Context: an optimization exercise on an open-source flow, tuned for small area, a short achievable clock period and few clock cycles. The choices shown serve that exercise and are no tape-out recipe. RTL that was checked went through simulation tests only; none was proved equivalent to the original. Power and IR drop assume default switching activity.

==> flow/design.v <==
module rle (
    clk,
    nreset,
    start,
    message_addr,
    message_size,
    rle_addr,
    rle_size,
    done,
    port_A_data_in,
    port_A_data_out,
    port_A_addr,
    port_A_we
    );
input   clk;
input   nreset;
input   start;
input   [31:0] message_addr;
input   [31:0] message_size;
input   [31:0] rle_addr;
input   [31:0] port_A_data_out;
output reg [31:0] port_A_data_in;
output  [15:0] port_A_addr;
output reg port_A_we;
output  [31:0] rle_size;
output  done;
reg        busy;        
reg        rnew;        
reg        dpend;       
reg        dlast;       
reg        fl;          
reg [13:0] rleft;       
reg [1:0]  lastidx;     
reg [13:0] raddr;
reg [13:0] waddr;
reg [7:0]  v;           
reg [7:0]  c;           
reg        have;        
reg [7:0]  rem_b;       
reg [7:0]  rem_l;       
reg        rem_v;
reg        rem_2;       
reg        rem_b1;      
reg [15:0] pend;        
reg        pend_v;
reg [13:0] rsw;         
reg        odd;         
assign done = ~busy;
assign rle_size = {16'd0, rsw, odd, 1'b0};
wire [13:0] aword = port_A_we ? waddr : raddr;
assign port_A_addr = {aword, 2'b00};
wire [13:0] anext = aword + 14'd1;      
wire [31:0] d = port_A_data_out;
wire        dact = dpend & ~rem_v;           
wire        flush = fl & ~rem_v;             
wire        act = rem_v | dpend | fl;
wire [1:0]  dlst = dlast ? lastidx : 2'd3;
wire eq0 = (d[7:0]   == v);
wire eq1 = (d[15:8]  == d[7:0]);
wire eq2 = (d[23:16] == d[15:8]);
wire eq3 = (d[31:24] == d[23:16]);
wire c255 = (c == 8'd255);
wire c254 = (c == 8'd254);
wire c253 = (c == 8'd253);
wire c252 = (c == 8'd252);
wire [3:0] dbnd;
assign dbnd[0] = have & (~eq0 | c255);
assign dbnd[1] = (dlst != 2'd0) & (~eq1 | (c254 & eq0));
assign dbnd[2] = dlst[1] & (~eq2 | (c253 & eq0 & eq1));
assign dbnd[3] = (dlst == 2'd3) & (~eq3 | (c252 & eq0 & eq1 & eq2));
wire [3:0] b = dbnd;
wire d_nb0 = ~|b;
wire d_ge2 = (b[0] & b[1]) | (b[0] & b[2]) | (b[0] & b[3]) |
             (b[1] & b[2]) | (b[1] & b[3]) | (b[2] & b[3]);
wire d_nb3 = (b[0] & b[1] & b[2]) | (b[0] & b[1] & b[3]) |
             (b[0] & b[2] & b[3]) | (b[1] & b[2] & b[3]);
wire d_three = b[0] & b[1] & b[2];           
wire [3:0] f1;
assign f1[0] = b[0];
assign f1[1] = b[1] & ~b[0];
assign f1[2] = b[2] & ~b[1] & ~b[0];
assign f1[3] = b[3] & ~b[2] & ~b[1] & ~b[0];
wire [7:0] c1 = c + 8'd1;
wire [7:0] c2 = c + 8'd2;
wire [7:0] c3 = c + 8'd3;
wire [7:0] veff = have ? v : d[7:0];         
wire [7:0] d_len1 = ({8{f1[0]}} & c) | ({8{f1[1]}} & c1) |
                    ({8{f1[2]}} & c2) | ({8{f1[3]}} & c3);
wire [7:0] d_val2 = ({8{f1[0]}} & d[7:0]) | ({8{f1[1]}} & d[15:8]) |
                    ({8{f1[2]}} & d[23:16]);
reg  [1:0] d_len2;      
always @(*) begin
    case (b[2:0])
    3'b101:  d_len2 = 2'd2;
    3'b001:  d_len2 = b[3] ? 2'd3 : 2'd1;
    3'b010:  d_len2 = b[3] ? 2'd2 : 2'd1;
    default: d_len2 = 2'd1;
    endcase
end
reg [7:0] vlast;
always @(*) begin
    case (dlst)
    2'd0: vlast = d[7:0];
    2'd1: vlast = d[15:8];
    2'd2: vlast = d[23:16];
    default: vlast = d[31:24];
    endcase
end
wire [7:0] d_v = d_nb3 ? (d_three ? d[15:8] : d[23:16]) : vlast;
reg [2:0] d_cs;
always @(*) begin
    if (d_nb3)
        d_cs = d_three ? 3'd1 : (b[2] ? 3'd1 : 3'd2);
    else if (b[3])
        d_cs = 3'd1;
    else if (b[2])
        d_cs = {1'b0, dlst} - 3'd1;
    else if (b[1])
        d_cs = {1'b0, dlst};
    else
        d_cs = {1'b0, dlst} + 3'd1;
end
wire [7:0] clast = c + {6'd0, dlst} + 8'd1;
wire [7:0] d_c = d_nb0 ? clast : {5'd0, d_cs};
wire r_two = rem_v & rem_2 & rem_b1;
wire [15:0] p1 = dact ? {veff, d_len1} : {v, c};
wire [15:0] p2 = dact ? {d_val2, 6'd0, d_len2} : {rem_b, 8'd1};
wire nb0 = dact ? d_nb0 : ~(rem_v | flush);
wire ge2 = dact ? d_ge2 : r_two;
wire nb1 = ~nb0 & ~ge2;
wire nb3 = dact & d_nb3;
wire [7:0] v_n = dact ? d_v : rem_l;
wire [7:0] c_n = dact ? d_c : {6'd0, rem_2 & ~rem_b1, ~(rem_2 & ~rem_b1)};
wire        out = flush | ge2 | (~nb0 & pend_v);
wire [31:0] ow = pend_v ? {p1, pend} : {flush ? 16'd0 : p2, p1};
always @(posedge clk or negedge nreset) begin
    if (!nreset) begin
        busy <= 1'b0;
        rnew <= 1'b0;
        dpend <= 1'b0;
        rem_v <= 1'b0;
        fl <= 1'b0;
        port_A_we <= 1'b0;
    end else if (!busy) begin
        port_A_we <= 1'b0;
        rem_v <= 1'b0;
        dpend <= 1'b0;
        fl <= 1'b0;
        busy <= start;
        rnew <= start;
    end else begin
        port_A_we <= out;
        rnew <= ~out & (rnew ? (rleft != 14'd1) : (rleft != 14'd0));
        dpend <= rnew | (dpend & rem_v);
        rem_v <= dact & nb3;
        fl <= fl | (dact & dlast);
        if (flush)
            busy <= 1'b0;
    end
end
always @(posedge clk) begin
    rem_b <= d[23:16];
    rem_l <= vlast;
    rem_2 <= d_three & (dlst == 2'd3);
    rem_b1 <= dbnd[3];
    port_A_data_in <= ow;
end
always @(posedge clk) begin
    if (!busy) begin
        raddr <= message_addr[15:2];
        waddr <= rle_addr[15:2];
        rleft <= message_size[15:2] + {13'd0, message_size[1:0] != 2'd0};
        lastidx <= message_size[1:0] - 2'd1;
        c <= 8'd0;
        have <= 1'b0;
        pend_v <= 1'b0;
        if (start) begin
            rsw <= 14'd0;
            odd <= 1'b0;
        end
    end else begin
        if (rnew) begin
            raddr <= anext;
            rleft <= rleft - 14'd1;
            dlast <= (rleft == 14'd1);
        end
        if (port_A_we)
            waddr <= anext;
        if (act) begin
            have <= 1'b1;
            v <= v_n;
            c <= c_n;
        end
        if (act & ~nb0)
            pend <= pend_v ? p2 : p1;
        pend_v <= pend_v ^ (act & nb1);
        rsw <= rsw + {13'd0, port_A_we} + {13'd0, flush & pend_v};
        if (flush)
            odd <= ~pend_v;
    end
end
endmodule
export LEC_CHECK = 0
export CAP_MARGIN = 20
export CORE_MARGIN = 2
export CORE_UTILIZATION = 60
export SETUP_SLACK_MARGIN = 1.4
export SLEW_MARGIN = 20
create_clock -name core_clock -period 4.5 [get_ports {clk}]
standard.sh (not shown) runs the stock make flow with config.mk's settings and CLKGATE_MAP_FILE= SYNTH_SCRIPT=/design/flow/synth_recipe.tcl, a recipe that flattens the netlist after the stock synthesis.
==> flow/flow/run.sh <==
#!/bin/bash
# Standard layout, with plain buf_1 cells as the port buffers and a clock
# tree of smaller buffers without dummy loads.
export BUFFER_PORTS_ARGS="-buffer_cell sky130_fd_sc_hd__buf_1"
export CTS_ARGS="-sink_clustering_enable -repair_clock_nets -buf_list {sky130_fd_sc_hd__clkbuf_4 sky130_fd_sc_hd__clkbuf_8} -dont_use_dummy_load"
bash standard.sh > standard.log 2>&1
Testbench counts at the start, summed over its fixed seeds: cycles 6,590.
Change:
--- a/flow/design.v
+++ b/flow/design.v
@@ -34,13 +34,14 @@
 reg [13:0] raddr;
 reg [13:0] waddr;
 reg [7:0]  v;           
 reg [7:0]  c;           
 reg        have;        
 reg [7:0]  rem_b;       
-reg [7:0]  rem_l;       
+reg [7:0]  rem_rv;      
+reg        rem_rc2;     
 reg        rem_v;
 reg        rem_2;       
 reg        rem_b1;      
 reg [15:0] pend;        
 reg        pend_v;
 reg [13:0] rsw;         
@@ -103,36 +104,33 @@
     2'd0: vlast = d[7:0];
     2'd1: vlast = d[15:8];
     2'd2: vlast = d[23:16];
     default: vlast = d[31:24];
     endcase
 end
-wire [7:0] d_v = d_nb3 ? (d_three ? d[15:8] : d[23:16]) : vlast;
 reg [2:0] d_cs;
 always @(*) begin
-    if (d_nb3)
-        d_cs = d_three ? 3'd1 : (b[2] ? 3'd1 : 3'd2);
-    else if (b[3])
+    if (b[3])
         d_cs = 3'd1;
     else if (b[2])
         d_cs = {1'b0, dlst} - 3'd1;
     else if (b[1])
         d_cs = {1'b0, dlst};
     else
         d_cs = {1'b0, dlst} + 3'd1;
 end
 wire [7:0] clast = c + {6'd0, dlst} + 8'd1;
 wire [7:0] d_c = d_nb0 ? clast : {5'd0, d_cs};
 wire r_two = rem_v & rem_2 & rem_b1;
-wire [15:0] p1 = dact ? {veff, d_len1} : {v, c};
+wire [15:0] p1 = dact ? {veff, d_len1} :
+                 rem_v ? {rem_rv, 6'd0, rem_rc2, ~rem_rc2} : {v, c};
 wire [15:0] p2 = dact ? {d_val2, 6'd0, d_len2} : {rem_b, 8'd1};
 wire nb0 = dact ? d_nb0 : ~(rem_v | flush);
 wire ge2 = dact ? d_ge2 : r_two;
 wire nb1 = ~nb0 & ~ge2;
 wire nb3 = dact & d_nb3;
-wire [7:0] v_n = dact ? d_v : rem_l;
 wire [7:0] c_n = dact ? d_c : {6'd0, rem_2 & ~rem_b1, ~(rem_2 & ~rem_b1)};
 wire        out = flush | ge2 | (~nb0 & pend_v);
 wire [31:0] ow = pend_v ? {p1, pend} : {flush ? 16'd0 : p2, p1};
 always @(posedge clk or negedge nreset) begin
     if (!nreset) begin
         busy <= 1'b0;
@@ -157,13 +155,14 @@
         if (flush)
             busy <= 1'b0;
     end
 end
 always @(posedge clk) begin
     rem_b <= d[23:16];
-    rem_l <= vlast;
+    rem_rv <= d_three ? d[15:8] : d[23:16];
+    rem_rc2 <= ~(d_three | b[2]);
     rem_2 <= d_three & (dlst == 2'd3);
     rem_b1 <= dbnd[3];
     port_A_data_in <= ow;
 end
 always @(posedge clk) begin
     if (!busy) begin
@@ -185,13 +184,14 @@
             dlast <= (rleft == 14'd1);
         end
         if (port_A_we)
             waddr <= anext;
         if (act) begin
             have <= 1'b1;
-            v <= v_n;
+            if (dact)
+                v <= vlast;
             c <= c_n;
         end
         if (act & ~nb0)
             pend <= pend_v ? p2 : p1;
         pend_v <= pend_v ^ (act & nb1);
         rsw <= rsw + {13'd0, port_A_we} + {13'd0, flush & pend_v};
Outcome: The new run produced a clean layout; maximum frequency rises slightly; area after synthesis rises slightly; clock skew rises by 6.0 ps; register-to-register slack hardly moves; via count falls slightly; global-route usage falls by 0.60 points; clock power rises by a few percent; critical path depth rises by 1; wire length rises by a few percent; first-iteration DRC count falls by a few percent.
Function not checked in the second run of this note: the RTL went through the layout flow alone.

==> what the ideal ports hide <==
The results above use ideal ports. As a check the final layouts listed here were re-extracted and re-timed, cells and wires unchanged. Step 1, drivers: a clkbuf_16 drives clk and a buf_2 each remaining input, both assumed. Step 2 adds t to the input delays and takes it off the output delays; t is the mean of the earliest and latest rising clock arrival at the registers after step 1. Input paths then give back, and output paths get back, about the clock's delay inside the block. Three values: no drivers, after step 1, after step 2; two values: the first two.
| run | t, ns | setup slack, ns | worst setup path after step 2 | clock arrival spread, ns | worst data-port slew with drivers (ns) |
|---|---|---|---|---|---|
| the first run | 0.471 | 1.415 / 1.418 / 0.947 | input to register | 0.019 / 0.019 | 0.05 |
| the second run | 0.491 | 1.443 / 1.449 / 0.957 | input to register | 0.025 / 0.025 | 0.05 |
After both steps setup and hold are still met in every run listed. The setup slack of the second run, which loses most, moves by +0.006 ns with the drivers and by -0.486 ns with both steps.
